Context: an optimization exercise on an open-source flow, tuned for small area, a short achievable clock period and few clock cycles. The choices shown serve that exercise and are no tape-out recipe.

==> flow/design.v <==
`timescale 1ns/1ns
module CPU (input clk, rst,
            input ld_we, input [4:0] ld_addr, input [7:0] ld_data,
            output st_valid, output [4:0] st_addr, output [7:0] st_data);
  reg [7:0] mem [0:31];
  reg [7:0] stk [0:31];
  reg [4:0] pc, pc1;            
  reg       e_pop;              
  reg       e_jz;               
  reg       e_add, e_sub, e_and;
  reg       r_dn, r_up;         
  reg       t_md, t_nmd, t_s1, t_ns1, t_alu, t_nalu, t_ns0, t_s0;   
  reg       u_ns0, u_alu;       
  reg [4:0] ra;                 
  reg       wen;
  reg [4:0] wa;
  reg [7:0] wd;
  wire [7:0] s0 = stk[0];
  wire [7:0] s1 = stk[1];
  wire [7:0] s2 = stk[2];
  wire taken = e_jz & (s0 == 8'd0);
  assign st_valid = e_pop;
  assign st_addr  = wa;
  assign st_data  = wd;
  always @(posedge clk) begin
    if (wen)
      mem[wa] <= wd;
  end
  wire [7:0] fe = mem[{pc1[4:1], 1'b0}];
  wire [7:0] fodd = mem[{pc[4:1], 1'b1}];
  wire [7:0] f0 = pc[0] ? fodd : fe;
  wire [7:0] f1 = pc[0] ? fe : fodd;
  reg  hit0, hit1;              
  wire [2:0] o0 = f0[7:5];
  wire [2:0] o1 = f1[7:5];
  wire [4:0] a0 = f0[4:0];
  wire [4:0] a1 = f1[4:0];
  wire i0_push = o0 == 3'b100;
  wire i0_pop  = o0 == 3'b101;
  wire i0_not  = o0 == 3'b011;
  wire i0_alu  = ~o0[2] & ~(o0[1] & o0[0]);
  wire i0_jmp  = o0 == 3'b110;
  wire i0_jz   = o0 == 3'b111;
  wire i1_push = o1 == 3'b100;
  wire i1_not  = o1 == 3'b011;
  wire i1_jmp  = o1 == 3'b110;
  wire i1_pop  = o1 == 3'b101;
  wire i1_alu  = ~o1[2] & ~(o1[1] & o1[0]);
  wire hz   = (i0_pop & (a0[4:3] == pc1[4:3])) | hit1;
  wire x0   = i0_pop | i0_alu | i0_not;
  wire p_j  = ~i0_jmp & i1_jmp & ~hz;          
  wire p_p  = x0 & i1_push & ~hz;              
  wire p_n  = (x0 | i0_push) & i1_not & ~hz;   
  wire p_z  = i0_jz & (i1_push | i1_alu | i1_not) & ~hit1;   
  wire same = a0 == a1;                        
  wire [4:0] pc2 = pc1 + 5'd1;
  wire [4:0] pc3 = pc1 + 5'd2;
  wire [4:0] a0i = a0 + 5'd1;
  wire [4:0] a1i = a1 + 5'd1;
  wire pairable = ((x0 & i1_push) | ((x0 | i0_push) & i1_not) | (i0_jz & (i1_push | i1_alu | i1_not)));
  wire [4:0] seq_pc  = i1_jmp ? a1  : pairable ? pc2 : pc1;
  wire [4:0] seq_pc1 = i1_jmp ? a1i : pairable ? pc3 : pc2;
  wire [4:0] npc  = i0_jmp ? a0  : hz ? pc1 : seq_pc;
  wire [4:0] npc1 = i0_jmp ? a0i : hz ? pc2 : seq_pc1;
  always @(posedge clk, posedge rst) begin
    if (rst) begin
      pc  <= 5'd0;
      pc1 <= 5'd1;
      {e_pop, e_jz, r_dn, r_up, u_ns0, u_alu} <= 6'd0;
      {t_md, t_nmd, t_s1, t_ns1, t_alu, t_nalu, t_ns0} <= 7'd0;
      t_s0 <= 1'b1;
    end else if (taken | hit0) begin
      if (taken) begin
        pc  <= wa;
        pc1 <= wa + 5'd1;
      end
      {e_pop, e_jz, r_dn, r_up, u_ns0, u_alu} <= 6'd0;
      {t_md, t_nmd, t_s1, t_ns1, t_alu, t_nalu, t_ns0} <= 7'd0;
      t_s0 <= 1'b1;
    end else begin
      pc  <= npc;
      pc1 <= npc1;
      e_pop  <= i0_pop;
      e_jz   <= i0_jz;
      if (p_z) begin
        r_dn   <= i1_push;
        r_up   <= i1_alu;
        u_ns0  <= 1'b0;
        u_alu  <= 1'b0;
        t_md   <= i1_push;
        t_nmd  <= 1'b0;
        t_s1   <= 1'b0;
        t_ns1  <= 1'b0;
        t_alu  <= i1_alu;
        t_nalu <= 1'b0;
        t_ns0  <= i1_not;
        t_s0   <= 1'b0;
      end else begin
        r_dn   <= i0_push | (i0_not & p_p);
        r_up   <= (i0_pop | i0_alu) & ~p_p;
        u_ns0  <= i0_not & p_p;
        u_alu  <= i0_alu & p_p;
        t_md   <= (i0_push & ~p_n) | (p_p & ~(i0_pop & same));
        t_nmd  <= i0_push & p_n;
        t_s1   <= i0_pop & ~p_p & ~p_n;
        t_ns1  <= i0_pop & p_n;
        t_alu  <= i0_alu & ~p_p & ~p_n;
        t_nalu <= i0_alu & p_n;
        t_ns0  <= i0_not & ~p_p & ~p_n;
        t_s0   <= i0_jmp | i0_jz | (i0_not & p_n) | (p_p & i0_pop & same);
      end
    end
  end
  always @(posedge clk) begin
    e_add <= (p_z ? o1[1:0] : o0[1:0]) == 2'b00;
    e_sub <= (p_z ? o1[1:0] : o0[1:0]) == 2'b01;
    e_and <= (p_z ? o1[1:0] : o0[1:0]) == 2'b10;
    ra    <= (p_p | p_z) ? a1 : a0;
  end
  wire nt = ~taken;
  wire [7:0] md   = mem[ra];
  wire [7:0] sum  = s0 + s1;
  wire [7:0] diff = ~(~s0 + s1);           
  wire [7:0] alu  = ({8{e_add}} & sum) | ({8{e_sub}} & diff) | ({8{e_and}} & (s0 & s1));
  wire [7:0] top_n = ({8{t_md & nt}}   & md)
                   | ({8{t_nmd & nt}}  & ~md)
                   | ({8{t_s1 & nt}}   & s1)
                   | ({8{t_ns1 & nt}}  & ~s1)
                   | ({8{t_alu & nt}}  & alu)
                   | ({8{t_nalu & nt}} & ~alu)
                   | ({8{t_ns0 & nt}}  & ~s0)
                   | ({8{t_s0 | taken}} & s0);
  wire hp1 = a0 == pc1;
  wire hp2 = a0 == pc2;
  wire hp3 = a0 == pc3;
  wire ha1 = a0 == a1;
  wire ha2 = a0 == a1i;
  always @(posedge clk) begin
    hit0 <= ld_we ? (ld_addr == 5'd0)
                  : (~rst & ~taken & ~hit0 & i0_pop & (hz ? hp1 : i1_jmp ? ha1 : pairable ? hp2 : hp1));
    hit1 <= ld_we ? (ld_addr == 5'd1)
                  : (~rst & ~taken & ~hit0 & i0_pop & (hz ? hp2 : i1_jmp ? ha2 : pairable ? hp3 : hp2));
    wen <= ld_we | (~rst & ~taken & ~hit0 & i0_pop);
    wa  <= ld_we ? ld_addr : a0;
    wd  <= ld_we ? ld_data : top_n;
  end
  integer k;
  always @(posedge clk, posedge rst) begin
    if (rst) begin
      for (k = 0; k < 32; k = k + 1)
        stk[k] <= 8'd0;
    end else begin
      stk[0] <= top_n;
      if (r_dn & nt)
        stk[1] <= u_ns0 ? ~s0 : s0;
      else if (r_up & nt)
        stk[1] <= s2;
      else if (u_alu)
        stk[1] <= alu;
      for (k = 2; k < 32; k = k + 1)
        if (r_dn & nt)
          stk[k] <= stk[k-1];
        else if (r_up & nt)
          stk[k] <= stk[(k+1) % 32];
    end
  end
endmodule
export LEC_CHECK = 0
export ABC_CLOCK_PERIOD_IN_PS = 2800
export CAP_MARGIN = 20
export CORE_MARGIN = 2
export CORE_UTILIZATION = 60
export CTS_BUF_LIST = sky130_fd_sc_hd__clkbuf_8 sky130_fd_sc_hd__clkbuf_16
export CTS_CLUSTER_DIAMETER = 60
export CTS_CLUSTER_SIZE = 30
export PLACE_DENSITY = 0.7
export SLEW_MARGIN = 20
export SETUP_SLACK_MARGIN = 7.2
export TNS_END_PERCENT = 20
export BUFFER_PORTS_ARGS = -buffer_cell sky130_fd_sc_hd__buf_4
create_clock -name core_clock -period 10.0 [get_ports {clk}]
standard.sh (not shown) runs the stock make flow with config.mk's settings and CLKGATE_MAP_FILE= SYNTH_SCRIPT=/design/flow/synth_recipe.tcl, a recipe that flattens the netlist after the stock synthesis.
==> flow/flow/run.sh <==
#!/bin/bash
# Standard ORFS layout (the standard.sh, unchanged synthesis), with extra
# settings appended to config.mk: repair_timing aims for a tighter setup slack,
# and the port buffers are plain buffers.
set -e
cat flow/extra.mk >> config.mk
bash standard.sh > standard.log 2>&1
==> flow/flow/extra.mk <==
export SETUP_SLACK_MARGIN = 7.2
export TNS_END_PERCENT = 20
export BUFFER_PORTS_ARGS = -buffer_cell sky130_fd_sc_hd__buf_4
Change:
--- a/flow/design.v
+++ b/flow/design.v
@@ -27,9 +27,8 @@
       mem[wa] <= wd;
   end
-  wire [7:0] fe = mem[{pc1[4:1], 1'b0}];
-  wire [7:0] fodd = mem[{pc[4:1], 1'b1}];
-  wire [7:0] f0 = pc[0] ? fodd : fe;
-  wire [7:0] f1 = pc[0] ? fe : fodd;
-  reg  hit0, hit1;              
+  wire [7:0] f0 = mem[pc];
+  wire [7:0] f1 = mem[pc1];
+  wire hit0 = wen & (wa == pc);
+  wire hit1 = wen & (wa == pc1);
   wire [2:0] o0 = f0[7:5];
   wire [2:0] o1 = f1[7:5];
@@ -54,13 +53,12 @@
   wire p_z  = i0_jz & (i1_push | i1_alu | i1_not) & ~hit1;   
   wire same = a0 == a1;                        
+  wire n_a0 = i0_jmp;
+  wire n_a1 = p_j;
+  wire n_p2 = p_p | p_n | p_z;
+  wire n_p1 = ~i0_jmp & ~p_j & ~p_p & ~p_n & ~p_z;
   wire [4:0] pc2 = pc1 + 5'd1;
   wire [4:0] pc3 = pc1 + 5'd2;
   wire [4:0] a0i = a0 + 5'd1;
   wire [4:0] a1i = a1 + 5'd1;
-  wire pairable = ((x0 & i1_push) | ((x0 | i0_push) & i1_not) | (i0_jz & (i1_push | i1_alu | i1_not)));
-  wire [4:0] seq_pc  = i1_jmp ? a1  : pairable ? pc2 : pc1;
-  wire [4:0] seq_pc1 = i1_jmp ? a1i : pairable ? pc3 : pc2;
-  wire [4:0] npc  = i0_jmp ? a0  : hz ? pc1 : seq_pc;
-  wire [4:0] npc1 = i0_jmp ? a0i : hz ? pc2 : seq_pc1;
   always @(posedge clk, posedge rst) begin
     if (rst) begin
@@ -79,6 +77,6 @@
       t_s0 <= 1'b1;
     end else begin
-      pc  <= npc;
-      pc1 <= npc1;
+      pc  <= ({5{n_a0}} & a0) | ({5{n_a1}} & a1) | ({5{n_p2}} & pc2) | ({5{n_p1}} & pc1);
+      pc1 <= ({5{n_a0}} & a0i) | ({5{n_a1}} & a1i) | ({5{n_p2}} & pc3) | ({5{n_p1}} & pc2);
       e_pop  <= i0_pop;
       e_jz   <= i0_jz;
@@ -131,14 +129,5 @@
                    | ({8{t_ns0 & nt}}  & ~s0)
                    | ({8{t_s0 | taken}} & s0);
-  wire hp1 = a0 == pc1;
-  wire hp2 = a0 == pc2;
-  wire hp3 = a0 == pc3;
-  wire ha1 = a0 == a1;
-  wire ha2 = a0 == a1i;
   always @(posedge clk) begin
-    hit0 <= ld_we ? (ld_addr == 5'd0)
-                  : (~rst & ~taken & ~hit0 & i0_pop & (hz ? hp1 : i1_jmp ? ha1 : pairable ? hp2 : hp1));
-    hit1 <= ld_we ? (ld_addr == 5'd1)
-                  : (~rst & ~taken & ~hit0 & i0_pop & (hz ? hp2 : i1_jmp ? ha2 : pairable ? hp3 : hp2));
     wen <= ld_we | (~rst & ~taken & ~hit0 & i0_pop);
     wa  <= ld_we ? ld_addr : a0;
Outcome:
- The changed run went through all stages and came out clean
- core utilization is lower by 2.2 points
- clock-buffer cell count is lower by 3
- area after synthesis is higher by 3.3%
- register-to-register slack stays flat
- hold slack is better by 47 ps
- maximum frequency barely changes
- final area is about the same
- wire length is lower by 4.2%
- critical path depth is unchanged
- first-iteration DRC count is lower by 5.0%
- cell count is lower by 1.3%
- via count is lower by 1.0%
- setup slack is worse by 9.6 ps
No functional check of the RTL was part of any run of this note.

re-timing with driven ports:
How much do the figures lean on ideal ports? The routed layouts below were timed once more, with nothing changed but the port constraints.
Step 1 (the two cells are an assumption about what drives the block):
set clk [get_ports {clk}]
set_driving_cell -lib_cell sky130_fd_sc_hd__clkbuf_16 $clk
set_driving_cell -lib_cell sky130_fd_sc_hd__buf_2 [delete_from_list [all_inputs] $clk]
Step 2 times the ports against the registers' clock, not the clock port: input delays grow and output delays shrink by t, the midpoint of the rising clock arrivals with the driver on.
Slacks: ideal ports / drivers / drivers and shift; pairs: ideal ports / drivers.
run | t (ns) | setup WS [ns] | latest minus earliest clock arrival (ns) | worst slew at a driven data input, ns | pins driven straight from the clock port
the first run | 0.661 | 6.541 / 6.541 / 6.470 | 0.037 / 0.037 | 0.05 | 1
the second run | 0.659 | 6.532 / 6.532 / 6.532 | 0.039 / 0.040 | 0.09 | 1
After both steps every run listed still meets setup and hold. The setup slack of the first run, which loses most, moves by 0.000 ns with the drivers and by -0.071 ns with both steps.
